From an optimization exercise on the open Yosys and OpenROAD flow, aimed at small area and a short achievable clock period; shortcuts taken in it are not production practice. Function was not checked in any run shown here: the RTL went through the layout flow alone.

<file path="flow/config.mk">
export PLATFORM = sky130hd
export DESIGN_NAME = MatMul4x4_FP16
export DESIGN_NICKNAME = MatMul4x4_FP16
export VERILOG_FILES = /design/flow/design.v
export SDC_FILE = /design/flow/constraint.sdc
export NUM_CORES = 4
export LEC_CHECK = 0
export CAP_MARGIN = 20
export CORE_MARGIN = 2
export CORE_UTILIZATION = 50
export SETUP_SLACK_MARGIN = 2.5
export SLEW_MARGIN = 20
export SYNTH_HIERARCHICAL = 1
export SYNTH_MINIMUM_KEEP_SIZE = 0
</file>
<file path="flow/constraint.sdc">
create_clock -name core_clock -period 8.0 [get_ports {clk}]
set_input_delay 1.6000 -clock core_clock [delete_from_list [all_inputs] [get_ports {clk}]]
set_output_delay 1.6000 -clock core_clock [all_outputs]
set_load 0.01 [all_outputs]
</file>
<file path="flow/design.v">
module mac (
  input  [15:0] a,
  input  [7:0] one, input [7:0] two, input [7:0] neg,
  input  [31:0] accs,
  input  [31:0] acck,
  input  kc,
  output [31:0] sn,
  output [31:0] kn,
  output kcn
);
  wire pp1;
  wire pp2;
  wire pp3;
  wire pp4;
  wire pp5;
  wire pp6;
  wire pp7;
  wire pp8;
  wire pp9;
  wire pp10;
  wire pp11;
  wire pp12;
  wire pp13;
  wire pp14;
  wire pp15;
  wire pp16;
  wire pp17;
  wire pp18;
  wire pp19;
  wire pp20;
  wire pp21;
  wire pp22;
  wire pp23;
  wire pp24;
  wire pp25;
  wire pp26;
  wire pp27;
  wire pp28;
  wire pp29;
  wire pp30;
  wire pp31;
  wire pp32;
  wire pp33;
  wire pp34;
  wire pp35;
  wire pp36;
  wire pp37;
  wire pp38;
  wire pp39;
  wire pp40;
  wire pp41;
  wire pp42;
  wire pp43;
  wire pp44;
  wire pp45;
  wire pp46;
  wire pp47;
  wire pp48;
  wire pp49;
  wire pp50;
  wire pp51;
  wire pp52;
  wire pp53;
  wire pp54;
  wire pp55;
  wire pp56;
  wire pp57;
  wire pp58;
  wire pp59;
  wire pp60;
  wire pp61;
  wire pp62;
  wire pp63;
  wire pp64;
  wire pp65;
  wire pp66;
  wire pp67;
  wire pp68;
  wire pp69;
  wire pp70;
  wire pp71;
  wire pp72;
  wire pp73;
  wire pp74;
  wire pp75;
  wire pp76;
  wire pp77;
  wire pp78;
  wire pp79;
  wire pp80;
  wire pp81;
  wire pp82;
  wire pp83;
  wire pp84;
  wire pp85;
  wire pp86;
  wire pp87;
  wire pp88;
  wire pp89;
  wire pp90;
  wire pp91;
  wire pp92;
  wire pp93;
  wire pp94;
  wire pp95;
  wire pp96;
  wire pp97;
  wire pp98;
  wire pp99;
  wire pp100;
  wire pp101;
  wire pp102;
  wire pp103;
  wire pp104;
  wire pp105;
  wire pp106;
  wire pp107;
  wire pp108;
  wire pp109;
  wire pp110;
  wire pp111;
  wire pp112;
  wire pp113;
  wire pp114;
  wire pp115;
  wire pp116;
  wire pp117;
  wire pp118;
  wire pp119;
  wire pp120;
  wire pp121;
  wire pp122;
  wire pp123;
  wire pp124;
  wire pp125;
  wire pp126;
  wire pp127;
  wire pp128;
  wire pp129;
  wire pp130;
  wire pp131;
  wire pp132;
  wire pp133;
  wire pp134;
  wire pp135;
  wire pp136;
  wire s137;
  wire c138;
  wire s139;
  wire c140;
  wire s141;
  wire c142;
  wire s143;
  wire c144;
  wire s145;
  wire c146;
  wire s147;
  wire c148;
  wire s149;
  wire c150;
  wire s151;
  wire c152;
  wire s153;
  wire c154;
  wire s155;
  wire c156;
  wire s157;
  wire c158;
  wire s159;
  wire s160;
  wire c161;
  wire s162;
  wire c163;
  wire s164;
  wire c165;
  wire s166;
  wire c167;
  wire s168;
  wire c169;
  wire s170;
  wire c171;
  wire s172;
  wire c173;
  wire s174;
  wire c175;
  wire s176;
  wire c177;
  wire s178;
  wire c179;
  wire s180;
  wire c181;
  wire s182;
  wire c183;
  wire s184;
  wire c185;
  wire s186;
  wire c187;
  wire s188;
  wire c189;
  wire s190;
  wire c191;
  wire s192;
  wire c193;
  wire s194;
  wire c195;
  wire s196;
  wire c197;
  wire s198;
  wire c199;
  wire s200;
  wire c201;
  wire s202;
  wire c203;
  wire s204;
  wire c205;
  wire s206;
  wire c207;
  wire s208;
  wire c209;
  wire s210;
  wire c211;
  wire s212;
  wire c213;
  wire s214;
  wire c215;
  wire s216;
  wire c217;
  wire s218;
  wire c219;
  wire s220;
  wire c221;
  wire s222;
  wire c223;
  wire s224;
  wire c225;
  wire s226;
  wire c227;
  wire s228;
  wire c229;
  wire s230;
  wire c231;
  wire s232;
  wire c233;
  wire s234;
  wire c235;
  wire s236;
  wire c237;
  wire s238;
  wire c239;
  wire s240;
  wire c241;
  wire s242;
  wire c243;
  wire s244;
  wire c245;
  wire s246;
  wire c247;
  wire s248;
  wire c249;
  wire s250;
  wire s251;
  wire c252;
  wire s253;
  wire c254;
  wire s255;
  wire c256;
  wire s257;
  wire c258;
  wire s259;
  wire c260;
  wire s261;
  wire c262;
  wire s263;
  wire c264;
  wire s265;
  wire c266;
  wire s267;
  wire c268;
  wire s269;
  wire c270;
  wire s271;
  wire c272;
  wire s273;
  wire c274;
  wire s275;
  wire c276;
  wire s277;
  wire c278;
  wire s279;
  wire c280;
  wire s281;
  wire c282;
  wire s283;
  wire c284;
  wire s285;
  wire c286;
  wire s287;
  wire c288;
  wire s289;
  wire c290;
  wire s291;
  wire c292;
  wire s293;
  wire c294;
  wire s295;
  wire c296;
  wire s297;
  wire c298;
  wire s299;
  wire c300;
  wire s301;
  wire c302;
  wire s303;
  wire c304;
  wire s305;
  wire c306;
  wire s307;
  wire c308;
  wire s309;
  wire c310;
  wire s311;
  wire c312;
  wire s313;
  wire c314;
  wire s315;
  wire c316;
  wire s317;
  wire c318;
  wire s319;
  wire c320;
  wire s321;
  wire c322;
  wire s323;
  wire c324;
  wire s325;
  wire c326;
  wire s327;
  wire c328;
  wire s329;
  wire c330;
  wire s331;
  wire c332;
  wire s333;
  wire c334;
  wire s335;
  wire c336;
  wire s337;
  wire c338;
  wire s339;
  wire c340;
  wire s341;
  wire c342;
  wire s343;
  wire c344;
  wire s345;
  wire s346;
  wire c347;
  wire s348;
  wire c349;
  wire s350;
  wire c351;
  wire s352;
  wire c353;
  wire s354;
  wire c355;
  wire s356;
  wire c357;
  wire s358;
  wire c359;
  wire s360;
  wire c361;
  wire s362;
  wire c363;
  wire s364;
  wire c365;
  wire s366;
  wire c367;
  wire s368;
  wire c369;
  wire s370;
  wire c371;
  wire s372;
  wire c373;
  wire s374;
  wire c375;
  wire s376;
  wire c377;
  wire s378;
  wire c379;
  wire s380;
  wire c381;
  wire s382;
  wire c383;
  wire s384;
  wire c385;
  wire s386;
  wire c387;
  wire s388;
  wire c389;
  wire s390;
  wire c391;
  wire s392;
  wire c393;
  wire s394;
  wire c395;
  wire s396;
  wire c397;
  wire s398;
  wire c399;
  wire s400;
  wire c401;
  wire s402;
  wire c403;
  wire s404;
  wire s405;
  wire c406;
  wire s407;
  wire c408;
  wire s409;
  wire c410;
  wire s411;
  wire c412;
  wire s413;
  wire c414;
  wire s415;
  wire c416;
  wire s417;
  wire c418;
  wire s419;
  wire c420;
  wire s421;
  wire c422;
  wire s423;
  wire c424;
  wire s425;
  wire c426;
  wire s427;
  wire c428;
  wire s429;
  wire c430;
  wire s431;
  wire c432;
  wire s433;
  wire c434;
  wire s435;
  wire c436;
  wire s437;
  wire c438;
  wire s439;
  wire c440;
  wire s441;
  wire c442;
  wire s443;
  wire c444;
  wire s445;
  wire c446;
  wire s447;
  wire c448;
  wire s449;
  wire c450;
  wire s451;
  wire c452;
  wire s453;
  wire c454;
  wire s455;
  wire c456;
  wire s457;
  wire c458;
  wire s459;
  wire c460;
  wire s461;
  wire c462;
  wire s463;
  wire c464;
  wire s465;
  wire c466;
  wire s467;
  assign pp1 = (one[0] & a[0]) ^ neg[0];
  assign pp2 = (((one[0] & a[1]) | (two[0] & a[0])) ^ neg[0]);
  assign pp3 = (((one[0] & a[2]) | (two[0] & a[1])) ^ neg[0]);
  assign pp4 = (((one[0] & a[3]) | (two[0] & a[2])) ^ neg[0]);
  assign pp5 = (((one[0] & a[4]) | (two[0] & a[3])) ^ neg[0]);
  assign pp6 = (((one[0] & a[5]) | (two[0] & a[4])) ^ neg[0]);
  assign pp7 = (((one[0] & a[6]) | (two[0] & a[5])) ^ neg[0]);
  assign pp8 = (((one[0] & a[7]) | (two[0] & a[6])) ^ neg[0]);
  assign pp9 = (((one[0] & a[8]) | (two[0] & a[7])) ^ neg[0]);
  assign pp10 = (((one[0] & a[9]) | (two[0] & a[8])) ^ neg[0]);
  assign pp11 = (((one[0] & a[10]) | (two[0] & a[9])) ^ neg[0]);
  assign pp12 = (((one[0] & a[11]) | (two[0] & a[10])) ^ neg[0]);
  assign pp13 = (((one[0] & a[12]) | (two[0] & a[11])) ^ neg[0]);
  assign pp14 = (((one[0] & a[13]) | (two[0] & a[12])) ^ neg[0]);
  assign pp15 = (((one[0] & a[14]) | (two[0] & a[13])) ^ neg[0]);
  assign pp16 = (((one[0] & a[15]) | (two[0] & a[14])) ^ neg[0]);
  assign pp17 = ~(((one[0] & a[15]) | (two[0] & a[15])) ^ neg[0]);
  assign pp18 = (one[1] & a[0]) ^ neg[1];
  assign pp19 = (((one[1] & a[1]) | (two[1] & a[0])) ^ neg[1]);
  assign pp20 = (((one[1] & a[2]) | (two[1] & a[1])) ^ neg[1]);
  assign pp21 = (((one[1] & a[3]) | (two[1] & a[2])) ^ neg[1]);
  assign pp22 = (((one[1] & a[4]) | (two[1] & a[3])) ^ neg[1]);
  assign pp23 = (((one[1] & a[5]) | (two[1] & a[4])) ^ neg[1]);
  assign pp24 = (((one[1] & a[6]) | (two[1] & a[5])) ^ neg[1]);
  assign pp25 = (((one[1] & a[7]) | (two[1] & a[6])) ^ neg[1]);
  assign pp26 = (((one[1] & a[8]) | (two[1] & a[7])) ^ neg[1]);
  assign pp27 = (((one[1] & a[9]) | (two[1] & a[8])) ^ neg[1]);
  assign pp28 = (((one[1] & a[10]) | (two[1] & a[9])) ^ neg[1]);
  assign pp29 = (((one[1] & a[11]) | (two[1] & a[10])) ^ neg[1]);
  assign pp30 = (((one[1] & a[12]) | (two[1] & a[11])) ^ neg[1]);
  assign pp31 = (((one[1] & a[13]) | (two[1] & a[12])) ^ neg[1]);
  assign pp32 = (((one[1] & a[14]) | (two[1] & a[13])) ^ neg[1]);
  assign pp33 = (((one[1] & a[15]) | (two[1] & a[14])) ^ neg[1]);
  assign pp34 = ~(((one[1] & a[15]) | (two[1] & a[15])) ^ neg[1]);
  assign pp35 = (one[2] & a[0]) ^ neg[2];
  assign pp36 = (((one[2] & a[1]) | (two[2] & a[0])) ^ neg[2]);
  assign pp37 = (((one[2] & a[2]) | (two[2] & a[1])) ^ neg[2]);
  assign pp38 = (((one[2] & a[3]) | (two[2] & a[2])) ^ neg[2]);
  assign pp39 = (((one[2] & a[4]) | (two[2] & a[3])) ^ neg[2]);
  assign pp40 = (((one[2] & a[5]) | (two[2] & a[4])) ^ neg[2]);
  assign pp41 = (((one[2] & a[6]) | (two[2] & a[5])) ^ neg[2]);
  assign pp42 = (((one[2] & a[7]) | (two[2] & a[6])) ^ neg[2]);
  assign pp43 = (((one[2] & a[8]) | (two[2] & a[7])) ^ neg[2]);
  assign pp44 = (((one[2] & a[9]) | (two[2] & a[8])) ^ neg[2]);
  assign pp45 = (((one[2] & a[10]) | (two[2] & a[9])) ^ neg[2]);
  assign pp46 = (((one[2] & a[11]) | (two[2] & a[10])) ^ neg[2]);
  assign pp47 = (((one[2] & a[12]) | (two[2] & a[11])) ^ neg[2]);
  assign pp48 = (((one[2] & a[13]) | (two[2] & a[12])) ^ neg[2]);
  assign pp49 = (((one[2] & a[14]) | (two[2] & a[13])) ^ neg[2]);
  assign pp50 = (((one[2] & a[15]) | (two[2] & a[14])) ^ neg[2]);
  assign pp51 = ~(((one[2] & a[15]) | (two[2] & a[15])) ^ neg[2]);
  assign pp52 = (one[3] & a[0]) ^ neg[3];
  assign pp53 = (((one[3] & a[1]) | (two[3] & a[0])) ^ neg[3]);
  assign pp54 = (((one[3] & a[2]) | (two[3] & a[1])) ^ neg[3]);
  assign pp55 = (((one[3] & a[3]) | (two[3] & a[2])) ^ neg[3]);
  assign pp56 = (((one[3] & a[4]) | (two[3] & a[3])) ^ neg[3]);
  assign pp57 = (((one[3] & a[5]) | (two[3] & a[4])) ^ neg[3]);
  assign pp58 = (((one[3] & a[6]) | (two[3] & a[5])) ^ neg[3]);
  assign pp59 = (((one[3] & a[7]) | (two[3] & a[6])) ^ neg[3]);
  assign pp60 = (((one[3] & a[8]) | (two[3] & a[7])) ^ neg[3]);
  assign pp61 = (((one[3] & a[9]) | (two[3] & a[8])) ^ neg[3]);
  assign pp62 = (((one[3] & a[10]) | (two[3] & a[9])) ^ neg[3]);
  assign pp63 = (((one[3] & a[11]) | (two[3] & a[10])) ^ neg[3]);
  assign pp64 = (((one[3] & a[12]) | (two[3] & a[11])) ^ neg[3]);
  assign pp65 = (((one[3] & a[13]) | (two[3] & a[12])) ^ neg[3]);
  assign pp66 = (((one[3] & a[14]) | (two[3] & a[13])) ^ neg[3]);
  assign pp67 = (((one[3] & a[15]) | (two[3] & a[14])) ^ neg[3]);
  assign pp68 = ~(((one[3] & a[15]) | (two[3] & a[15])) ^ neg[3]);
  assign pp69 = (one[4] & a[0]) ^ neg[4];
  assign pp70 = (((one[4] & a[1]) | (two[4] & a[0])) ^ neg[4]);
  assign pp71 = (((one[4] & a[2]) | (two[4] & a[1])) ^ neg[4]);
  assign pp72 = (((one[4] & a[3]) | (two[4] & a[2])) ^ neg[4]);
  assign pp73 = (((one[4] & a[4]) | (two[4] & a[3])) ^ neg[4]);
  assign pp74 = (((one[4] & a[5]) | (two[4] & a[4])) ^ neg[4]);
  assign pp75 = (((one[4] & a[6]) | (two[4] & a[5])) ^ neg[4]);
  assign pp76 = (((one[4] & a[7]) | (two[4] & a[6])) ^ neg[4]);
  assign pp77 = (((one[4] & a[8]) | (two[4] & a[7])) ^ neg[4]);
  assign pp78 = (((one[4] & a[9]) | (two[4] & a[8])) ^ neg[4]);
  assign pp79 = (((one[4] & a[10]) | (two[4] & a[9])) ^ neg[4]);
  assign pp80 = (((one[4] & a[11]) | (two[4] & a[10])) ^ neg[4]);
  assign pp81 = (((one[4] & a[12]) | (two[4] & a[11])) ^ neg[4]);
  assign pp82 = (((one[4] & a[13]) | (two[4] & a[12])) ^ neg[4]);
  assign pp83 = (((one[4] & a[14]) | (two[4] & a[13])) ^ neg[4]);
  assign pp84 = (((one[4] & a[15]) | (two[4] & a[14])) ^ neg[4]);
  assign pp85 = ~(((one[4] & a[15]) | (two[4] & a[15])) ^ neg[4]);
  assign pp86 = (one[5] & a[0]) ^ neg[5];
  assign pp87 = (((one[5] & a[1]) | (two[5] & a[0])) ^ neg[5]);
  assign pp88 = (((one[5] & a[2]) | (two[5] & a[1])) ^ neg[5]);
  assign pp89 = (((one[5] & a[3]) | (two[5] & a[2])) ^ neg[5]);
  assign pp90 = (((one[5] & a[4]) | (two[5] & a[3])) ^ neg[5]);
  assign pp91 = (((one[5] & a[5]) | (two[5] & a[4])) ^ neg[5]);
  assign pp92 = (((one[5] & a[6]) | (two[5] & a[5])) ^ neg[5]);
  assign pp93 = (((one[5] & a[7]) | (two[5] & a[6])) ^ neg[5]);
  assign pp94 = (((one[5] & a[8]) | (two[5] & a[7])) ^ neg[5]);
  assign pp95 = (((one[5] & a[9]) | (two[5] & a[8])) ^ neg[5]);
  assign pp96 = (((one[5] & a[10]) | (two[5] & a[9])) ^ neg[5]);
  assign pp97 = (((one[5] & a[11]) | (two[5] & a[10])) ^ neg[5]);
  assign pp98 = (((one[5] & a[12]) | (two[5] & a[11])) ^ neg[5]);
  assign pp99 = (((one[5] & a[13]) | (two[5] & a[12])) ^ neg[5]);
  assign pp100 = (((one[5] & a[14]) | (two[5] & a[13])) ^ neg[5]);
  assign pp101 = (((one[5] & a[15]) | (two[5] & a[14])) ^ neg[5]);
  assign pp102 = ~(((one[5] & a[15]) | (two[5] & a[15])) ^ neg[5]);
  assign pp103 = (one[6] & a[0]) ^ neg[6];
  assign pp104 = (((one[6] & a[1]) | (two[6] & a[0])) ^ neg[6]);
  assign pp105 = (((one[6] & a[2]) | (two[6] & a[1])) ^ neg[6]);
  assign pp106 = (((one[6] & a[3]) | (two[6] & a[2])) ^ neg[6]);
  assign pp107 = (((one[6] & a[4]) | (two[6] & a[3])) ^ neg[6]);
  assign pp108 = (((one[6] & a[5]) | (two[6] & a[4])) ^ neg[6]);
  assign pp109 = (((one[6] & a[6]) | (two[6] & a[5])) ^ neg[6]);
  assign pp110 = (((one[6] & a[7]) | (two[6] & a[6])) ^ neg[6]);
  assign pp111 = (((one[6] & a[8]) | (two[6] & a[7])) ^ neg[6]);
  assign pp112 = (((one[6] & a[9]) | (two[6] & a[8])) ^ neg[6]);
  assign pp113 = (((one[6] & a[10]) | (two[6] & a[9])) ^ neg[6]);
  assign pp114 = (((one[6] & a[11]) | (two[6] & a[10])) ^ neg[6]);
  assign pp115 = (((one[6] & a[12]) | (two[6] & a[11])) ^ neg[6]);
  assign pp116 = (((one[6] & a[13]) | (two[6] & a[12])) ^ neg[6]);
  assign pp117 = (((one[6] & a[14]) | (two[6] & a[13])) ^ neg[6]);
  assign pp118 = (((one[6] & a[15]) | (two[6] & a[14])) ^ neg[6]);
  assign pp119 = ~(((one[6] & a[15]) | (two[6] & a[15])) ^ neg[6]);
  assign pp120 = (one[7] & a[0]) ^ neg[7];
  assign pp121 = (((one[7] & a[1]) | (two[7] & a[0])) ^ neg[7]);
  assign pp122 = (((one[7] & a[2]) | (two[7] & a[1])) ^ neg[7]);
  assign pp123 = (((one[7] & a[3]) | (two[7] & a[2])) ^ neg[7]);
  assign pp124 = (((one[7] & a[4]) | (two[7] & a[3])) ^ neg[7]);
  assign pp125 = (((one[7] & a[5]) | (two[7] & a[4])) ^ neg[7]);
  assign pp126 = (((one[7] & a[6]) | (two[7] & a[5])) ^ neg[7]);
  assign pp127 = (((one[7] & a[7]) | (two[7] & a[6])) ^ neg[7]);
  assign pp128 = (((one[7] & a[8]) | (two[7] & a[7])) ^ neg[7]);
  assign pp129 = (((one[7] & a[9]) | (two[7] & a[8])) ^ neg[7]);
  assign pp130 = (((one[7] & a[10]) | (two[7] & a[9])) ^ neg[7]);
  assign pp131 = (((one[7] & a[11]) | (two[7] & a[10])) ^ neg[7]);
  assign pp132 = (((one[7] & a[12]) | (two[7] & a[11])) ^ neg[7]);
  assign pp133 = (((one[7] & a[13]) | (two[7] & a[12])) ^ neg[7]);
  assign pp134 = (((one[7] & a[14]) | (two[7] & a[13])) ^ neg[7]);
  assign pp135 = (((one[7] & a[15]) | (two[7] & a[14])) ^ neg[7]);
  assign pp136 = ~(((one[7] & a[15]) | (two[7] & a[15])) ^ neg[7]);
  ha u_s137 (.a(acck[12]), .b(accs[12]), .s(s137), .co(c138));
  ha u_s139 (.a(acck[13]), .b(accs[13]), .s(s139), .co(c140));
  fa u_s141 (.a(acck[14]), .b(accs[14]), .ci(neg[7]), .s(s141), .co(c142));
  ha u_s143 (.a(pp105), .b(pp120), .s(s143), .co(c144));
  fa u_s145 (.a(acck[15]), .b(accs[15]), .ci(pp106), .s(s145), .co(c146));
  ha u_s147 (.a(pp121), .b(pp16), .s(s147), .co(c148));
  fa u_s149 (.a(acck[16]), .b(accs[16]), .ci(1'b1), .s(s149), .co(c150));
  fa u_s151 (.a(pp107), .b(pp122), .ci(pp17), .s(s151), .co(c152));
  fa u_s153 (.a(acck[17]), .b(accs[17]), .ci(1'b1), .s(s153), .co(c154));
  ha u_s155 (.a(pp108), .b(pp123), .s(s155), .co(c156));
  fa u_s157 (.a(acck[18]), .b(accs[18]), .ci(pp109), .s(s157), .co(c158));
  assign s159 = ~acck[19];
  fa u_s160 (.a(acck[8]), .b(accs[8]), .ci(kc), .s(s160), .co(c161));
  ha u_s162 (.a(neg[4]), .b(pp24), .s(s162), .co(c163));
  fa u_s164 (.a(acck[9]), .b(accs[9]), .ci(pp10), .s(s164), .co(c165));
  ha u_s166 (.a(pp25), .b(pp40), .s(s166), .co(c167));
  fa u_s168 (.a(acck[10]), .b(accs[10]), .ci(neg[5]), .s(s168), .co(c169));
  fa u_s170 (.a(pp11), .b(pp26), .ci(pp41), .s(s170), .co(c171));
  ha u_s172 (.a(pp56), .b(pp71), .s(s172), .co(c173));
  fa u_s174 (.a(acck[11]), .b(accs[11]), .ci(pp12), .s(s174), .co(c175));
  fa u_s176 (.a(pp27), .b(pp42), .ci(pp57), .s(s176), .co(c177));
  ha u_s178 (.a(pp72), .b(pp87), .s(s178), .co(c179));
  fa u_s180 (.a(s137), .b(neg[6]), .ci(pp103), .s(s180), .co(c181));
  fa u_s182 (.a(pp13), .b(pp28), .ci(pp43), .s(s182), .co(c183));
  fa u_s184 (.a(pp58), .b(pp73), .ci(pp88), .s(s184), .co(c185));
  fa u_s186 (.a(c138), .b(s139), .ci(pp104), .s(s186), .co(c187));
  fa u_s188 (.a(pp14), .b(pp29), .ci(pp44), .s(s188), .co(c189));
  fa u_s190 (.a(pp59), .b(pp74), .ci(pp89), .s(s190), .co(c191));
  fa u_s192 (.a(c140), .b(pp15), .ci(pp30), .s(s192), .co(c193));
  fa u_s194 (.a(pp45), .b(pp60), .ci(pp75), .s(s194), .co(c195));
  fa u_s196 (.a(pp90), .b(s141), .ci(s143), .s(s196), .co(c197));
  fa u_s198 (.a(pp31), .b(pp46), .ci(pp61), .s(s198), .co(c199));
  fa u_s200 (.a(pp76), .b(pp91), .ci(c142), .s(s200), .co(c201));
  fa u_s202 (.a(c144), .b(s147), .ci(s145), .s(s202), .co(c203));
  fa u_s204 (.a(s149), .b(pp32), .ci(pp47), .s(s204), .co(c205));
  fa u_s206 (.a(pp62), .b(pp77), .ci(pp92), .s(s206), .co(c207));
  fa u_s208 (.a(c148), .b(c146), .ci(s151), .s(s208), .co(c209));
  fa u_s210 (.a(c150), .b(s153), .ci(pp33), .s(s210), .co(c211));
  fa u_s212 (.a(pp48), .b(pp63), .ci(pp78), .s(s212), .co(c213));
  fa u_s214 (.a(pp93), .b(s155), .ci(c152), .s(s214), .co(c215));
  fa u_s216 (.a(c154), .b(pp124), .ci(pp34), .s(s216), .co(c217));
  fa u_s218 (.a(pp49), .b(pp64), .ci(pp79), .s(s218), .co(c219));
  fa u_s220 (.a(pp94), .b(c156), .ci(s157), .s(s220), .co(c221));
  fa u_s222 (.a(accs[19]), .b(s159), .ci(pp110), .s(s222), .co(c223));
  fa u_s224 (.a(pp125), .b(pp50), .ci(pp65), .s(s224), .co(c225));
  fa u_s226 (.a(pp80), .b(pp95), .ci(c158), .s(s226), .co(c227));
  fa u_s228 (.a(acck[19]), .b(acck[20]), .ci(accs[20]), .s(s228), .co(c229));
  fa u_s230 (.a(pp111), .b(pp126), .ci(pp51), .s(s230), .co(c231));
  fa u_s232 (.a(pp66), .b(pp81), .ci(pp96), .s(s232), .co(c233));
  fa u_s234 (.a(acck[21]), .b(accs[21]), .ci(1'b1), .s(s234), .co(c235));
  fa u_s236 (.a(pp112), .b(pp127), .ci(pp67), .s(s236), .co(c237));
  ha u_s238 (.a(pp82), .b(pp97), .s(s238), .co(c239));
  fa u_s240 (.a(acck[22]), .b(accs[22]), .ci(pp113), .s(s240), .co(c241));
  fa u_s242 (.a(pp128), .b(pp68), .ci(pp83), .s(s242), .co(c243));
  fa u_s244 (.a(acck[23]), .b(accs[23]), .ci(1'b1), .s(s244), .co(c245));
  ha u_s246 (.a(pp114), .b(pp129), .s(s246), .co(c247));
  fa u_s248 (.a(acck[24]), .b(accs[24]), .ci(pp100), .s(s248), .co(c249));
  assign s250 = ~acck[25];
  ha u_s251 (.a(accs[4]), .b(neg[2]), .s(s251), .co(c252));
  ha u_s253 (.a(accs[5]), .b(pp21), .s(s253), .co(c254));
  fa u_s255 (.a(accs[6]), .b(neg[3]), .ci(pp22), .s(s255), .co(c256));
  ha u_s257 (.a(pp37), .b(pp52), .s(s257), .co(c258));
  fa u_s259 (.a(accs[7]), .b(pp23), .ci(pp38), .s(s259), .co(c260));
  ha u_s261 (.a(pp53), .b(pp8), .s(s261), .co(c262));
  fa u_s263 (.a(s160), .b(pp39), .ci(pp54), .s(s263), .co(c264));
  fa u_s265 (.a(pp69), .b(pp9), .ci(s162), .s(s265), .co(c266));
  fa u_s267 (.a(c161), .b(pp55), .ci(pp70), .s(s267), .co(c268));
  fa u_s269 (.a(c163), .b(s166), .ci(s164), .s(s269), .co(c270));
  fa u_s271 (.a(pp86), .b(s168), .ci(c167), .s(s271), .co(c272));
  fa u_s273 (.a(s172), .b(c165), .ci(s170), .s(s273), .co(c274));
  fa u_s275 (.a(c169), .b(c173), .ci(s178), .s(s275), .co(c276));
  fa u_s277 (.a(c171), .b(s174), .ci(s176), .s(s277), .co(c278));
  fa u_s279 (.a(c179), .b(c175), .ci(c177), .s(s279), .co(c280));
  fa u_s281 (.a(s180), .b(s182), .ci(s184), .s(s281), .co(c282));
  fa u_s283 (.a(c181), .b(c183), .ci(c185), .s(s283), .co(c284));
  fa u_s285 (.a(s186), .b(s188), .ci(s190), .s(s285), .co(c286));
  fa u_s287 (.a(c187), .b(c189), .ci(c191), .s(s287), .co(c288));
  fa u_s289 (.a(s192), .b(s194), .ci(s196), .s(s289), .co(c290));
  fa u_s291 (.a(c193), .b(c195), .ci(s198), .s(s291), .co(c292));
  fa u_s293 (.a(s200), .b(c197), .ci(s202), .s(s293), .co(c294));
  fa u_s295 (.a(c199), .b(s204), .ci(s206), .s(s295), .co(c296));
  fa u_s297 (.a(c201), .b(c203), .ci(s208), .s(s297), .co(c298));
  fa u_s299 (.a(c205), .b(c207), .ci(s210), .s(s299), .co(c300));
  fa u_s301 (.a(s212), .b(s214), .ci(c209), .s(s301), .co(c302));
  fa u_s303 (.a(c211), .b(c213), .ci(s216), .s(s303), .co(c304));
  fa u_s305 (.a(s218), .b(c215), .ci(s220), .s(s305), .co(c306));
  fa u_s307 (.a(c217), .b(c219), .ci(s222), .s(s307), .co(c308));
  fa u_s309 (.a(s224), .b(s226), .ci(c221), .s(s309), .co(c310));
  fa u_s311 (.a(s228), .b(c223), .ci(c225), .s(s311), .co(c312));
  fa u_s313 (.a(s230), .b(s232), .ci(c227), .s(s313), .co(c314));
  fa u_s315 (.a(c229), .b(s234), .ci(s238), .s(s315), .co(c316));
  fa u_s317 (.a(c231), .b(c233), .ci(s236), .s(s317), .co(c318));
  fa u_s319 (.a(c235), .b(pp98), .ci(c239), .s(s319), .co(c320));
  fa u_s321 (.a(c237), .b(s240), .ci(s242), .s(s321), .co(c322));
  fa u_s323 (.a(s244), .b(pp84), .ci(pp99), .s(s323), .co(c324));
  fa u_s325 (.a(s246), .b(c241), .ci(c243), .s(s325), .co(c326));
  fa u_s327 (.a(c245), .b(pp115), .ci(pp130), .s(s327), .co(c328));
  fa u_s329 (.a(pp85), .b(c247), .ci(s248), .s(s329), .co(c330));
  fa u_s331 (.a(accs[25]), .b(s250), .ci(pp101), .s(s331), .co(c332));
  fa u_s333 (.a(pp116), .b(pp131), .ci(c249), .s(s333), .co(c334));
  fa u_s335 (.a(acck[25]), .b(acck[26]), .ci(accs[26]), .s(s335), .co(c336));
  fa u_s337 (.a(pp102), .b(pp117), .ci(pp132), .s(s337), .co(c338));
  fa u_s339 (.a(acck[27]), .b(accs[27]), .ci(1'b1), .s(s339), .co(c340));
  ha u_s341 (.a(pp118), .b(pp133), .s(s341), .co(c342));
  fa u_s343 (.a(acck[28]), .b(accs[28]), .ci(pp119), .s(s343), .co(c344));
  assign s345 = ~acck[29];
  ha u_s346 (.a(accs[2]), .b(neg[1]), .s(s346), .co(c347));
  ha u_s348 (.a(accs[3]), .b(pp19), .s(s348), .co(c349));
  fa u_s350 (.a(pp20), .b(pp35), .ci(pp5), .s(s350), .co(c351));
  fa u_s352 (.a(c252), .b(pp36), .ci(pp6), .s(s352), .co(c353));
  fa u_s354 (.a(pp7), .b(c254), .ci(s257), .s(s354), .co(c355));
  fa u_s356 (.a(c258), .b(s261), .ci(c256), .s(s356), .co(c357));
  fa u_s358 (.a(c262), .b(c260), .ci(s263), .s(s358), .co(c359));
  fa u_s360 (.a(c264), .b(s267), .ci(c266), .s(s360), .co(c361));
  fa u_s362 (.a(c268), .b(s271), .ci(c270), .s(s362), .co(c363));
  fa u_s364 (.a(c272), .b(s275), .ci(c274), .s(s364), .co(c365));
  fa u_s366 (.a(c276), .b(s279), .ci(c278), .s(s366), .co(c367));
  fa u_s368 (.a(c280), .b(s283), .ci(c282), .s(s368), .co(c369));
  fa u_s370 (.a(c284), .b(s287), .ci(c286), .s(s370), .co(c371));
  fa u_s372 (.a(c288), .b(s291), .ci(c290), .s(s372), .co(c373));
  fa u_s374 (.a(c292), .b(s295), .ci(c294), .s(s374), .co(c375));
  fa u_s376 (.a(c296), .b(s299), .ci(c298), .s(s376), .co(c377));
  fa u_s378 (.a(c300), .b(s303), .ci(c302), .s(s378), .co(c379));
  fa u_s380 (.a(c304), .b(s307), .ci(c306), .s(s380), .co(c381));
  fa u_s382 (.a(s311), .b(c308), .ci(c310), .s(s382), .co(c383));
  fa u_s384 (.a(s315), .b(c312), .ci(s317), .s(s384), .co(c385));
  fa u_s386 (.a(s319), .b(c316), .ci(c318), .s(s386), .co(c387));
  fa u_s388 (.a(s323), .b(c320), .ci(s325), .s(s388), .co(c389));
  fa u_s390 (.a(c324), .b(s327), .ci(c326), .s(s390), .co(c391));
  fa u_s392 (.a(c328), .b(s331), .ci(s333), .s(s392), .co(c393));
  fa u_s394 (.a(s335), .b(c332), .ci(s337), .s(s394), .co(c395));
  fa u_s396 (.a(c336), .b(s339), .ci(s341), .s(s396), .co(c397));
  fa u_s398 (.a(c340), .b(pp134), .ci(c342), .s(s398), .co(c399));
  fa u_s400 (.a(accs[29]), .b(s345), .ci(pp135), .s(s400), .co(c401));
  fa u_s402 (.a(acck[29]), .b(acck[30]), .ci(accs[30]), .s(s402), .co(c403));
  assign s404 = ~acck[31];
  ha u_s405 (.a(accs[0]), .b(neg[0]), .s(s405), .co(c406));
  ha u_s407 (.a(accs[1]), .b(pp2), .s(s407), .co(c408));
  fa u_s409 (.a(pp18), .b(pp3), .ci(s346), .s(s409), .co(c410));
  fa u_s411 (.a(c347), .b(pp4), .ci(s348), .s(s411), .co(c412));
  fa u_s413 (.a(s251), .b(c349), .ci(s350), .s(s413), .co(c414));
  fa u_s415 (.a(s253), .b(c351), .ci(s352), .s(s415), .co(c416));
  fa u_s417 (.a(c353), .b(s255), .ci(s354), .s(s417), .co(c418));
  fa u_s419 (.a(s259), .b(c355), .ci(s356), .s(s419), .co(c420));
  fa u_s421 (.a(s265), .b(c357), .ci(s358), .s(s421), .co(c422));
  fa u_s423 (.a(c359), .b(s269), .ci(s360), .s(s423), .co(c424));
  fa u_s425 (.a(s273), .b(c361), .ci(s362), .s(s425), .co(c426));
  fa u_s427 (.a(s277), .b(c363), .ci(s364), .s(s427), .co(c428));
  fa u_s429 (.a(s281), .b(c365), .ci(s366), .s(s429), .co(c430));
  fa u_s431 (.a(s285), .b(c367), .ci(s368), .s(s431), .co(c432));
  fa u_s433 (.a(s289), .b(c369), .ci(s370), .s(s433), .co(c434));
  fa u_s435 (.a(c371), .b(s293), .ci(s372), .s(s435), .co(c436));
  fa u_s437 (.a(s297), .b(c373), .ci(s374), .s(s437), .co(c438));
  fa u_s439 (.a(s301), .b(c375), .ci(s376), .s(s439), .co(c440));
  fa u_s441 (.a(s305), .b(c377), .ci(s378), .s(s441), .co(c442));
  fa u_s443 (.a(s309), .b(c379), .ci(s380), .s(s443), .co(c444));
  fa u_s445 (.a(s313), .b(c381), .ci(s382), .s(s445), .co(c446));
  fa u_s447 (.a(c314), .b(s384), .ci(c383), .s(s447), .co(c448));
  fa u_s449 (.a(s321), .b(c385), .ci(s386), .s(s449), .co(c450));
  fa u_s451 (.a(c322), .b(c387), .ci(s388), .s(s451), .co(c452));
  fa u_s453 (.a(s329), .b(c389), .ci(s390), .s(s453), .co(c454));
  fa u_s455 (.a(c330), .b(c391), .ci(s392), .s(s455), .co(c456));
  fa u_s457 (.a(c334), .b(s394), .ci(c393), .s(s457), .co(c458));
  fa u_s459 (.a(c338), .b(s396), .ci(c395), .s(s459), .co(c460));
  fa u_s461 (.a(s343), .b(s398), .ci(c397), .s(s461), .co(c462));
  fa u_s463 (.a(c344), .b(s400), .ci(c399), .s(s463), .co(c464));
  fa u_s465 (.a(s402), .b(pp136), .ci(c401), .s(s465), .co(c466));
  assign s467 = accs[31] ^ s404 ^ c403;
  wire [31:0] x = {c466, c464, c462, c460, c458, c456, c454, c452, c450, c448, c446, c444, c442, c440, c438, c436, c434, c432, c430, c428, c426, c424, c422, c420, c418, c416, c414, c412, c410, c408, c406, s405};
  wire [31:0] y = {s467, s465, s463, s461, s459, s457, s455, s453, s451, s449, s447, s445, s443, s441, s439, s437, s435, s433, s431, s429, s427, s425, s423, s421, s419, s417, s415, s413, s411, s409, s407, pp1};
  wire [7:0] lx = x[7:0];
  wire [7:0] ly = y[7:0];
  wire [7:0] ls;
  wire [7:0] lp = lx ^ ly;
  wire [7:0] lg = lx & ly;
  wire lG1 = lg[1] | (lp[1] & lg[0]);
  wire lG2 = lg[3] | (lp[3] & lg[2]);
  wire lP2 = lp[3] & lp[2];
  wire lG3 = lg[5] | (lp[5] & lg[4]);
  wire lP3 = lp[5] & lp[4];
  wire lG4 = lg[7] | (lp[7] & lg[6]);
  wire lP4 = lp[7] & lp[6];
  wire lG5 = lg[2] | (lp[2] & lG1);
  wire lG6 = lG2 | (lP2 & lG1);
  wire lG7 = lg[6] | (lp[6] & lG3);
  wire lP7 = lp[6] & lP3;
  wire lG8 = lG4 | (lP4 & lG3);
  wire lP8 = lP4 & lP3;
  wire lG9 = lg[4] | (lp[4] & lG6);
  wire lG10 = lG3 | (lP3 & lG6);
  wire lG11 = lG7 | (lP7 & lG6);
  wire lG12 = lG8 | (lP8 & lG6);
  assign ls[0] = lp[0];
  assign ls[1] = lp[1] ^ lg[0];
  assign ls[2] = lp[2] ^ lG1;
  assign ls[3] = lp[3] ^ lG5;
  assign ls[4] = lp[4] ^ lG6;
  assign ls[5] = lp[5] ^ lG9;
  assign ls[6] = lp[6] ^ lG10;
  assign ls[7] = lp[7] ^ lG11;
  assign kcn = lG12;
  assign sn = {x[31:8], ls};
  assign kn = {y[31:8], 8'd0};
endmodule
module fa (input a, input b, input ci, output s, output co);
  assign s = a ^ b ^ ci;
  assign co = (a & b) | (a & ci) | (b & ci);
endmodule
module ha (input a, input b, output s, output co);
  assign s = a ^ b;
  assign co = a & b;
endmodule
module ha1 (input a, input b, output s, output co);
  assign s = ~(a ^ b);
  assign co = a | b;
endmodule
module bsel (input one, input two, input neg, input a0, input a1, output p);
  assign p = ((one & a0) | (two & a1)) ^ neg;
endmodule
module bseln (input one, input two, input neg, input a0, input a1, output pn);
  assign pn = ~(((one & a0) | (two & a1)) ^ neg);
endmodule
module booth_enc (
  input  [15:0] b,
  output [7:0] one, output [7:0] two, output [7:0] neg
);
  wire [16:0] bb = {b, 1'b0};
  genvar k;
  generate for (k = 0; k < 8; k = k + 1) begin : g_d
    wire b0 = bb[2*k];
    wire b1 = bb[2*k+1];
    wire b2 = bb[2*k+2];
    assign one[k] = b1 ^ b0;
    assign two[k] = (b2 & ~b1 & ~b0) | (~b2 & b1 & b0);
    assign neg[k] = b2 & ~(b1 & b0);
  end endgenerate
endmodule
module outadd (input [23:0] x, input [23:0] y, input ci, output [23:0] s);
  wire [23:0] p = x ^ y;
  wire [23:0] g = x & y;
  wire g0c = g[0] | (p[0] & ci);
  wire G1 = g[1] | (p[1] & g0c);
  wire G2 = g[3] | (p[3] & g[2]);
  wire P2 = p[3] & p[2];
  wire G3 = g[5] | (p[5] & g[4]);
  wire P3 = p[5] & p[4];
  wire G4 = g[7] | (p[7] & g[6]);
  wire P4 = p[7] & p[6];
  wire G5 = g[9] | (p[9] & g[8]);
  wire P5 = p[9] & p[8];
  wire G6 = g[11] | (p[11] & g[10]);
  wire P6 = p[11] & p[10];
  wire G7 = g[13] | (p[13] & g[12]);
  wire P7 = p[13] & p[12];
  wire G8 = g[15] | (p[15] & g[14]);
  wire P8 = p[15] & p[14];
  wire G9 = g[17] | (p[17] & g[16]);
  wire P9 = p[17] & p[16];
  wire G10 = g[19] | (p[19] & g[18]);
  wire P10 = p[19] & p[18];
  wire G11 = g[21] | (p[21] & g[20]);
  wire P11 = p[21] & p[20];
  wire G12 = g[23] | (p[23] & g[22]);
  wire P12 = p[23] & p[22];
  wire G13 = g[2] | (p[2] & G1);
  wire G14 = G2 | (P2 & G1);
  wire G15 = g[6] | (p[6] & G3);
  wire P15 = p[6] & P3;
  wire G16 = G4 | (P4 & G3);
  wire P16 = P4 & P3;
  wire G17 = g[10] | (p[10] & G5);
  wire P17 = p[10] & P5;
  wire G18 = G6 | (P6 & G5);
  wire P18 = P6 & P5;
  wire G19 = g[14] | (p[14] & G7);
  wire P19 = p[14] & P7;
  wire G20 = G8 | (P8 & G7);
  wire P20 = P8 & P7;
  wire G21 = g[18] | (p[18] & G9);
  wire P21 = p[18] & P9;
  wire G22 = G10 | (P10 & G9);
  wire P22 = P10 & P9;
  wire G23 = g[22] | (p[22] & G11);
  wire P23 = p[22] & P11;
  wire G24 = G12 | (P12 & G11);
  wire P24 = P12 & P11;
  wire G25 = g[4] | (p[4] & G14);
  wire G26 = G3 | (P3 & G14);
  wire G27 = G15 | (P15 & G14);
  wire G28 = G16 | (P16 & G14);
  wire G29 = g[12] | (p[12] & G18);
  wire P29 = p[12] & P18;
  wire G30 = G7 | (P7 & G18);
  wire P30 = P7 & P18;
  wire G31 = G19 | (P19 & G18);
  wire P31 = P19 & P18;
  wire G32 = G20 | (P20 & G18);
  wire P32 = P20 & P18;
  wire G33 = g[20] | (p[20] & G22);
  wire P33 = p[20] & P22;
  wire G34 = G11 | (P11 & G22);
  wire P34 = P11 & P22;
  wire G35 = G23 | (P23 & G22);
  wire P35 = P23 & P22;
  wire G36 = G24 | (P24 & G22);
  wire P36 = P24 & P22;
  wire G37 = g[8] | (p[8] & G28);
  wire G38 = G5 | (P5 & G28);
  wire G39 = G17 | (P17 & G28);
  wire G40 = G18 | (P18 & G28);
  wire G41 = G29 | (P29 & G28);
  wire G42 = G30 | (P30 & G28);
  wire G43 = G31 | (P31 & G28);
  wire G44 = G32 | (P32 & G28);
  wire G45 = g[16] | (p[16] & G44);
  wire G46 = G9 | (P9 & G44);
  wire G47 = G21 | (P21 & G44);
  wire G48 = G22 | (P22 & G44);
  wire G49 = G33 | (P33 & G44);
  wire G50 = G34 | (P34 & G44);
  wire G51 = G35 | (P35 & G44);
  wire G52 = G36 | (P36 & G44);
  assign s[0] = p[0] ^ ci;
  assign s[1] = p[1] ^ g0c;
  assign s[2] = p[2] ^ G1;
  assign s[3] = p[3] ^ G13;
  assign s[4] = p[4] ^ G14;
  assign s[5] = p[5] ^ G25;
  assign s[6] = p[6] ^ G26;
  assign s[7] = p[7] ^ G27;
  assign s[8] = p[8] ^ G28;
  assign s[9] = p[9] ^ G37;
  assign s[10] = p[10] ^ G38;
  assign s[11] = p[11] ^ G39;
  assign s[12] = p[12] ^ G40;
  assign s[13] = p[13] ^ G41;
  assign s[14] = p[14] ^ G42;
  assign s[15] = p[15] ^ G43;
  assign s[16] = p[16] ^ G44;
  assign s[17] = p[17] ^ G45;
  assign s[18] = p[18] ^ G46;
  assign s[19] = p[19] ^ G47;
  assign s[20] = p[20] ^ G48;
  assign s[21] = p[21] ^ G49;
  assign s[22] = p[22] ^ G50;
  assign s[23] = p[23] ^ G51;
endmodule
module MatMul4x4_FP16 (
    input clk,
    input rst,
    input [255:0] A,
    input [255:0] B,
    output [511:0] C
);
    localparam [31:0] KMASK = 32'b11111111111111111111111100000000;
    wire [7:0] one [0:3];
    wire [7:0] two [0:3];
    wire [7:0] neg [0:3];
    reg  [31:0] Sr [0:3][0:3];
    reg  [31:0] Kr [0:3][0:3];
    reg         Kc [0:3][0:3];
    wire        Kcn [0:3][0:3];
    wire [31:0] Sn [0:3][0:3];
    wire [31:0] Kn [0:3][0:3];
    genvar gi, gj;
    generate
        for (gj = 0; gj < 4; gj = gj + 1) begin : g_enc
            booth_enc u_enc (.b(B[(12+gj)*16 +: 16]), .one(one[gj]), .two(two[gj]), .neg(neg[gj]));
        end
        for (gi = 0; gi < 4; gi = gi + 1) begin : g_row
            for (gj = 0; gj < 4; gj = gj + 1) begin : g_col
                mac u_mac (.a(A[(gi*4+3)*16 +: 16]), .one(one[gj]), .two(two[gj]), .neg(neg[gj]),
                           .accs(Sr[gi][gj]), .acck(Kr[gi][gj] & KMASK), .kc(Kc[gi][gj]),
                           .sn(Sn[gi][gj]), .kn(Kn[gi][gj]), .kcn(Kcn[gi][gj]));
                always @(posedge clk or posedge rst) begin
                    if (rst) begin
                        Sr[gi][gj] <= 32'd0;
                        Kr[gi][gj] <= 32'd0;
                        Kc[gi][gj] <= 1'b0;
                    end else begin
                        Sr[gi][gj] <= Sn[gi][gj];
                        Kr[gi][gj] <= Kn[gi][gj] & KMASK;
                        Kc[gi][gj] <= Kcn[gi][gj];
                    end
                end
                wire [31:0] kk = Kr[gi][gj] & KMASK;
                assign C[(gi*4+gj)*32 +: 8] = Sr[gi][gj][7:0];
                outadd u_out (.x(Sr[gi][gj][31:8]), .y(kk[31:8]), .ci(Kc[gi][gj]),
                              .s(C[(gi*4+gj)*32+8 +: 24]));
            end
        end
    endgenerate
endmodule
</file>
<file path="flow/flow/run.sh">
#!/bin/bash
# Own layout flow: the standard ORFS flow (standard.sh), with the port
# buffers that buffer_ports inserts made plain sky130 buffers (buf_1, which
# repair_design/repair_timing may then upsize) instead of the default
# clkdlybuf4s50_1 delay cells. Everything else is the standard flow.
set -euo pipefail
cd "$(dirname "$0")/.."
export BUFFER_PORTS_ARGS="-buffer_cell sky130_fd_sc_hd__buf_1"
if [[ -f flow/extra.env ]]; then
  set -a; source flow/extra.env; set +a
fi
bash standard.sh finish > flow_standard.log 2>&1
</file>
<file path="flow/standard.sh">
#!/bin/bash
# synth_recipe.tcl (not shown) runs the flow's synth.tcl, then flattens the netlist and writes it again
# the make line also repeats each setting of config.mk as NAME=value (left out here)
make -C /OpenROAD-flow-scripts/flow DESIGN_CONFIG=/design/flow/config.mk WORK_HOME=/design/flow/orfs CLKGATE_MAP_FILE= SYNTH_SCRIPT=/design/flow/synth_recipe.tcl "${@:-finish}"
</file>
==> results of run 1 <==
[routing by layer]
layer	share of wire, %	global-route usage (%)
met4	5.0	14.7
met3	11	9.37
met1	40	44.6
met2	44	48.5
met5	0.024	0
[flip-flops by register name, summed over array words and instances, names as in the netlist]
register  flops
Sr          512
Kr          384
Kc           16
[worst paths after layout]
kind,endpoint,slack (ns),depth (start not counted)
min,Kr[11][31],0.48,1
max reg2reg,Kr[5][16],4.81,5
max in group asynchronous,Kc[4],5.74,4
min reg2reg,Kr[11][31],0.48,1
min in group asynchronous,Sr[3][1],0.68,2
max,C[120],2.43,11
[timing repair]
item,in CTS,in global routing
resized for setup,278,69
buffers inserted,66,35
pin swaps,100,82
gates cloned,0,2
endpoints found under the setup margin,162,123
[metrics by stage]
stage / instance area, sq um / hold WS (ns)
after floorplan: 142000 / 0.581
after global placement: 141000 / 0.473
after detailed placement: 141000 / 0.479
after CTS: 148000 / 0.490
after global routing: 148000 / 0.502
final: 148000 / 0.484
[layout by cell type, fill, tap and decap left out, drive strengths merged, types with 32 or more instances in the layout]
cell,n
o21a,48
nand2b,92
a22oi,1920
dfrtp,912
inv,436
buf,1022
clkbuf,253
a21o,64
xnor2,2320
a31oi,48
o21ai,208
nand2,300
a21oi,240
fa,2432
a211oi,48
nor2,96
nor2b,64
xor2,240
conb,80
ha,796
nand3b,32
nand4,32
o211ai,32
[final cells by class]
class	instances	area share (%)
clock buffers	194	2.65
multi-input cells	9346	72.6
clock inverters	37	0.329
inverters	433	1.10
diodes	8	0.0135
well taps	3743	3.15
repair buffers	1081	4.77
flip-flops and latches	912	15.4
==> qor.yml, run 1 <==
status: "timing/DRC/antenna clean"
crit_path_cell_trace: "inv_2 > fa_2 > fa_2 > nand2b_4 > a211oi_4 > buf_12 > o2111ai_4 > and3_4 > fa_2 > clkinvlp_4 > buf_6"
antenna_found_initial: 25
critPathMaxStageDelay_ns: 0.56
drv_cap: 0
path_clk_slew_ns: 0.06
io_buffers: 641
grt.overflow.total: 0
cts_inserted_buffers: 134
multiInputGateArea_sq_mm: 0.108
netlist_area_sq_mm: 0.142
critPathCaptureType: "primary output"
syn_to_final_growth_pct: 4.78
grt_pass1_vias: 109000
route.detailed.drc: 0
drt-total-wl_um: 468000
vias: 98500
root_buffer: "clkbuf_16"
cts.sinks: 912
initial_utilization_pct: 50.2
fin_crit_ns: 5.57
fin_crit_sh_pct: 69.7
placementRows: 195
netlist_instances: 12700
fill_cells: 24500
nNetsFinal: 15700
ctsHoldBuffers: 0
grt_pass1_wl_um: 707000
startpoint_type: "register"
path_delay_family: "adder cells"
avgRoutedWirePerCell_um: 29.7
rsz0062_at_grt: "yes"
dp.cells: 15400
die_height_um: 536
dpl.hpwl_um: 329000
drt-vias-per-instance: 6.25
critPathRequiredTime_ns: 6.40
htreeDepth: 4
core_area_sq_mm: 0.282
tritoncts: "built"
drtAntennaViolNets: 0
avgSynthCellArea_sq_um: 11.2
slew_headroom_pct: 16.4
clock_skew_ns: 0.0388
crit_fanout: 3
fmax_mhz: 179
worstPathArrival_ns: 3.97
worstReg2RegStart: "Kr[5][16]"
fin_ws_ns: 2.43
cts_buffer_depth: 4
drive_above_1_share_pct: 10.2
fp.dieArea_sq_mm: 0.288
slowest_stage: "fa_2"
register_area_sq_mm: 0.0228
hold_path.startpoint: "Sr[11][31]"
setup_tns_ns: 0
worst_skew_pair.late_latency_ns: 0.86
drt_iter0_drc: 9688
die-width_um: 536
hold_viol: 0
gp_congestion: 0.929
yosys_warnings: 13
drv_slew: 0
ios: 1026
path_buf_inv: 4
hold_class: "reg -> reg"
grt_usage_pct: 32.7
place_ws_ns: 1.66
startpoint: "Kr[3][8]"
fin_cells: 15800
grt_max_degree: 135
crit_top_cell: "fa_2"
utilization_pct: 52.6
worst_slew_pin_slew_ns: 1.25
dr.pass1.iters: 6
setup_viol: 0
critPathKind: "reg -> out"
==> run 2: changes to the inputs <==
--- a/flow/design.v
+++ b/flow/design.v
@@ -785,6 +785,13 @@
   wire [7:0] ly = y[7:0];
   wire [7:0] ls;
-  wire [7:0] lp = lx ^ ly;
-  wire [7:0] lg = lx & ly;
+  wire [7:0] lp, lg;
+  pg u_lpg0 (.x(lx[0]), .y(ly[0]), .p(lp[0]), .g(lg[0]));
+  pg u_lpg1 (.x(lx[1]), .y(ly[1]), .p(lp[1]), .g(lg[1]));
+  pg u_lpg2 (.x(lx[2]), .y(ly[2]), .p(lp[2]), .g(lg[2]));
+  pg u_lpg3 (.x(lx[3]), .y(ly[3]), .p(lp[3]), .g(lg[3]));
+  pg u_lpg4 (.x(lx[4]), .y(ly[4]), .p(lp[4]), .g(lg[4]));
+  pg u_lpg5 (.x(lx[5]), .y(ly[5]), .p(lp[5]), .g(lg[5]));
+  pg u_lpg6 (.x(lx[6]), .y(ly[6]), .p(lp[6]), .g(lg[6]));
+  pg u_lpg7 (.x(lx[7]), .y(ly[7]), .p(lp[7]), .g(lg[7]));
   wire lG1 = lg[1] | (lp[1] & lg[0]);
   wire lG2 = lg[3] | (lp[3] & lg[2]);
@@ -828,4 +835,8 @@
   assign co = a | b;
 endmodule
+module pg (input x, input y, output p, output g);
+  assign p = x ^ y;
+  assign g = x & y;
+endmodule
 module bsel (input one, input two, input neg, input a0, input a1, output p);
   assign p = ((one & a0) | (two & a1)) ^ neg;
@@ -850,6 +861,29 @@
 endmodule
 module outadd (input [23:0] x, input [23:0] y, input ci, output [23:0] s);
-  wire [23:0] p = x ^ y;
-  wire [23:0] g = x & y;
+  wire [23:0] p, g;
+  pg u_pg0 (.x(x[0]), .y(y[0]), .p(p[0]), .g(g[0]));
+  pg u_pg1 (.x(x[1]), .y(y[1]), .p(p[1]), .g(g[1]));
+  pg u_pg2 (.x(x[2]), .y(y[2]), .p(p[2]), .g(g[2]));
+  pg u_pg3 (.x(x[3]), .y(y[3]), .p(p[3]), .g(g[3]));
+  pg u_pg4 (.x(x[4]), .y(y[4]), .p(p[4]), .g(g[4]));
+  pg u_pg5 (.x(x[5]), .y(y[5]), .p(p[5]), .g(g[5]));
+  pg u_pg6 (.x(x[6]), .y(y[6]), .p(p[6]), .g(g[6]));
+  pg u_pg7 (.x(x[7]), .y(y[7]), .p(p[7]), .g(g[7]));
+  pg u_pg8 (.x(x[8]), .y(y[8]), .p(p[8]), .g(g[8]));
+  pg u_pg9 (.x(x[9]), .y(y[9]), .p(p[9]), .g(g[9]));
+  pg u_pg10 (.x(x[10]), .y(y[10]), .p(p[10]), .g(g[10]));
+  pg u_pg11 (.x(x[11]), .y(y[11]), .p(p[11]), .g(g[11]));
+  pg u_pg12 (.x(x[12]), .y(y[12]), .p(p[12]), .g(g[12]));
+  pg u_pg13 (.x(x[13]), .y(y[13]), .p(p[13]), .g(g[13]));
+  pg u_pg14 (.x(x[14]), .y(y[14]), .p(p[14]), .g(g[14]));
+  pg u_pg15 (.x(x[15]), .y(y[15]), .p(p[15]), .g(g[15]));
+  pg u_pg16 (.x(x[16]), .y(y[16]), .p(p[16]), .g(g[16]));
+  pg u_pg17 (.x(x[17]), .y(y[17]), .p(p[17]), .g(g[17]));
+  pg u_pg18 (.x(x[18]), .y(y[18]), .p(p[18]), .g(g[18]));
+  pg u_pg19 (.x(x[19]), .y(y[19]), .p(p[19]), .g(g[19]));
+  pg u_pg20 (.x(x[20]), .y(y[20]), .p(p[20]), .g(g[20]));
+  pg u_pg21 (.x(x[21]), .y(y[21]), .p(p[21]), .g(g[21]));
+  pg u_pg22 (.x(x[22]), .y(y[22]), .p(p[22]), .g(g[22]));
+  pg u_pg23 (.x(x[23]), .y(y[23]), .p(p[23]), .g(g[23]));
   wire g0c = g[0] | (p[0] & ci);
   wire G1 = g[1] | (p[1] & g0c);
@@ -967,7 +1001,4 @@
 );
     localparam [31:0] KMASK = 32'b11111111111111111111111100000000;
-    wire [7:0] one [0:3];
-    wire [7:0] two [0:3];
-    wire [7:0] neg [0:3];
     reg  [31:0] Sr [0:3][0:3];
     reg  [31:0] Kr [0:3][0:3];
@@ -978,10 +1009,9 @@
     genvar gi, gj;
     generate
-        for (gj = 0; gj < 4; gj = gj + 1) begin : g_enc
-            booth_enc u_enc (.b(B[(12+gj)*16 +: 16]), .one(one[gj]), .two(two[gj]), .neg(neg[gj]));
-        end
         for (gi = 0; gi < 4; gi = gi + 1) begin : g_row
             for (gj = 0; gj < 4; gj = gj + 1) begin : g_col
-                mac u_mac (.a(A[(gi*4+3)*16 +: 16]), .one(one[gj]), .two(two[gj]), .neg(neg[gj]),
+                wire [7:0] one, two, neg;
+                booth_enc u_enc (.b(B[(12+gj)*16 +: 16]), .one(one), .two(two), .neg(neg));
+                mac u_mac (.a(A[(gi*4+3)*16 +: 16]), .one(one), .two(two), .neg(neg),
                            .accs(Sr[gi][gj]), .acck(Kr[gi][gj] & KMASK), .kc(Kc[gi][gj]),
                            .sn(Sn[gi][gj]), .kn(Kn[gi][gj]), .kcn(Kcn[gi][gj]));
==> run 2 against run 1 <==
- critical path type unchanged
- critical endpoint is now C[94]
- global-route usage shrank 1.4 points
- critical path depth rose by 2
- clock skew fell by 0.0071 ns
- core utilization fell by 0.44 points
- first-iteration DRC count fell by 9.5%
- via count is 2.1% higher
- design area is 1.1% higher
- sequential share of layout area down 0.17 points
- maximum frequency rose by 0.71%
==> qor.yml, run 2 <==
fin_crit_ns: 5.53  # -0.0395 ns
clock_skew_ns: 0.0317  # -0.00713 ns
avgRoutedWirePerCell_um: 28.1  # -5.5%
top_regs: "Sr x512, Kr x384, Kc x16"
route.detailed.drc: 0  # unchanged
min_path_cells: 1  # unchanged
die-width_um: 541  # +0.92%
critPathRequiredTime_ns: 6.40  # about the same
hold_path.startpoint: "Sr[0][31]"
setup_viol: 0  # unchanged
setup_tns_ns: 0  # unchanged
netlist_area_sq_mm: 0.144  # +1.9%
root_buffer: "clkbuf_16"
vias: 101000  # +2.1%
crit_fanout: 4  # +1
regMostFlops: "Sr"
design_area_sq_mm: 0.150  # +1.1%
avgSynthCellArea_sq_um: 11.0  # -1.7%
netlist_instances: 13100  # +3.6%
dpl.hpwl_um: 337000  # +2.3%
drv_cap: 0  # unchanged
fmax_mhz: 181  # +0.71%
rr_endpoint: "Kr[9][16]"
drt-total-wl_um: 457000  # -2.4%
slowest_stage: "dfrtp_1"
dr.pass1.iters: 6  # unchanged
nNetsFinal: 16300  # +3.9%
worst_slew_pin_slew_ns: 1.22  # -0.0323 ns
grt.overflow.total: 0  # unchanged
cts_inserted_buffers: 138  # +3.0%
r2r_cells: 5  # unchanged
fp.dieArea_sq_mm: 0.293  # +1.9%
drive_above_1_share_pct: 10.4  # +0.28 points
slew_headroom_pct: 18.2  # +1.8 points
htreeDepth: 4  # unchanged
yosys_warnings: 13  # unchanged
drt_iter0_drc: 8768  # -9.5%
final_cell_mix: "2288 x fa_1, 2259 x xnor2_1, 1920 x a22oi_1, 1062 x ha_1, 912 x dfrtp_1"
initial_utilization_pct: 50.2  # -0.057 points
path_clk_slew_ns: 0.06  # about the same
hold_path_end: "Kr[0][31]"
antenna_found_initial: 20  # -20%
grt_pass1_vias: 109000  # +0.64%
hold_viol: 0  # unchanged
place_area_sq_mm: 0.144  # +1.8%
largest_reg_flops: 512  # unchanged
final_common_cell: "fa_1"
hold_class: "reg -> reg"
drtAntennaViolNets: 0  # unchanged
tritoncts: "built"
critPathKind: "reg -> out"
startpoint_type: "register"
die_height_um: 541  # +0.92%
syn_to_final_growth_pct: 4.02
crit_path_cell_trace: "ha_1 > ha_2 > or2_4 > ha_4 > o211ai_1 > a21o_1 > and2_4 > o31ai_4 > a221oi_4 > buf_4 > o21a_4 > xnor2_4 > buf_2"
fill_cells: 25100  # +2.4%
grt_pass1_wl_um: 698000  # -1.3%
worst_skew_pair.late_latency_ns: 0.86  # about the same
worstReg2RegStart: "Kr[9][16]"
cts_buffer_depth: 4  # unchanged
fin_crit_sh_pct: 69.2  # -0.49 points
core_area_sq_mm: 0.288  # +2.0%
placementRows: 197  # +1.0%
io_buffers: 641  # unchanged
grt_usage_pct: 31.3  # -1.4 points
drv_slew: 0  # unchanged
hold_ws_ns: 0.472  # -0.0117 ns
gp_congestion: 0.936  # +0.72%
ios: 1026  # unchanged
critPathCaptureType: "primary output"
rsz0062_at_grt: "yes"
worstPathArrival_ns: 3.93  # -0.04 ns
cts.sinks: 912  # unchanged
r2r_slack_ns: 4.87  # +0.06 ns
drt-vias-per-instance: 6.18  # -1.2%
status: "timing/DRC/antenna clean"
grt_max_degree: 133  # -1.5%
critPathMaxStageDelay_ns: 0.38  # -0.18 ns
[run 2: layout make-up]
| cell class | count | area (sq um) | share of cell area (%) |
|---|---|---|---|
| clock buffers | 192 | 4020 | 2.68 |
| well taps | 3781 | 4730 | 3.15 |
| diodes | 12 | 30.0 | 0.0200 |
| multi-input cells | 10100 | 111000 | 73.7 |
| clock inverters | 53 | 649 | 0.432 |
| inverters | 113 | 428 | 0.285 |
| flip-flops and latches | 912 | 22800 | 15.2 |
| repair buffers | 1131 | 6740 | 4.49 |
[run 2: metal layers]
metal	global-route usage [%]	wire length [um]	up-vias
met5	0	81	-
met4	13.5	20700	14
met3	9.45	49700	881
met2	46.6	201000	4949
met1	42.3	186000	52300
li1	-	-	42500
[run 2: how the worst max path moves through the flow]
| stage | from | end | depth (start not counted) |
|---|---|---|---|
| after CTS | Sr[11][8] | C[383] | 14 |
| final | Kr[2][8] | C[94] | 13 |
| after global routing | Kr[11][8] | C[383] | 14 |
| after floorplan | rst | Kc[0] | 1 |
| after global placement | B[237] | Kr[6][17] | 9 |
| after detailed placement | B[235] | Kr[6][17] | 9 |
[run 2: stage by stage]
step           utilization, %  cells  setup WS (ns)
2_1_floorplan               -  13200          -6.15
3_3_place_gp             50.0  15900           1.79
3_5_place_dp             50.0  15900           1.76
4_1_cts                  51.9  16200           2.33
5_1_grt                  52.2  16300           2.32
6_report                 52.2  16300           2.47
[run 2: worst max-delay path: cells and delay by family (launching register included)]
kind / cells / cell delay (ns)
flip-flops: 1 / 0.38
AND/OR/NAND/NOR: 2 / 0.42
adder cells (fa/ha/maj): 3 / 0.62
buffers and inverters: 2 / 0.36
AO/OA/AOI/OAI: 5 / 1.13
XOR/XNOR: 1 / 0.15
[run 2: repair_timing]
action                                  CTS  global route
pin swaps                                79           113
buffers inserted                         45            46
gates cloned                              0             0
endpoints found under the setup margin   97           112
gates resized for setup                  86           147
hold buffers                              0             0

-- re-timing with driven ports --
Ports are ideal in the flow. The routed layouts listed here were re-timed in OpenROAD.
Step 1: set_driving_cell puts a clkbuf_16 on clk and a buf_2 on each other input, an assumption about the parent block.
Step 2 times the ports against the registers' clock, not the clock port: input delays grow and output delays shrink by t, the midpoint of the rising clock arrivals with the driver on.
a / b / c = ideal ports / drivers / drivers and shift; a / b = the first two.
run | t, ns | setup slack, ns | clock arrival spread, ns | worst register clock-pin slew, ns
run 1 | 0.953 | 2.428 / 2.315 / 1.705 | 0.051 / 0.051 | 0.07 / 0.07
run 2 | 0.960 | 2.467 / 2.355 / 1.707 | 0.040 / 0.040 | 0.07 / 0.07
After both steps every run listed still meets setup and hold. For run 2, which loses most, drivers alone change the setup slack by -0.112 ns; drivers and shift together by -0.760 ns.
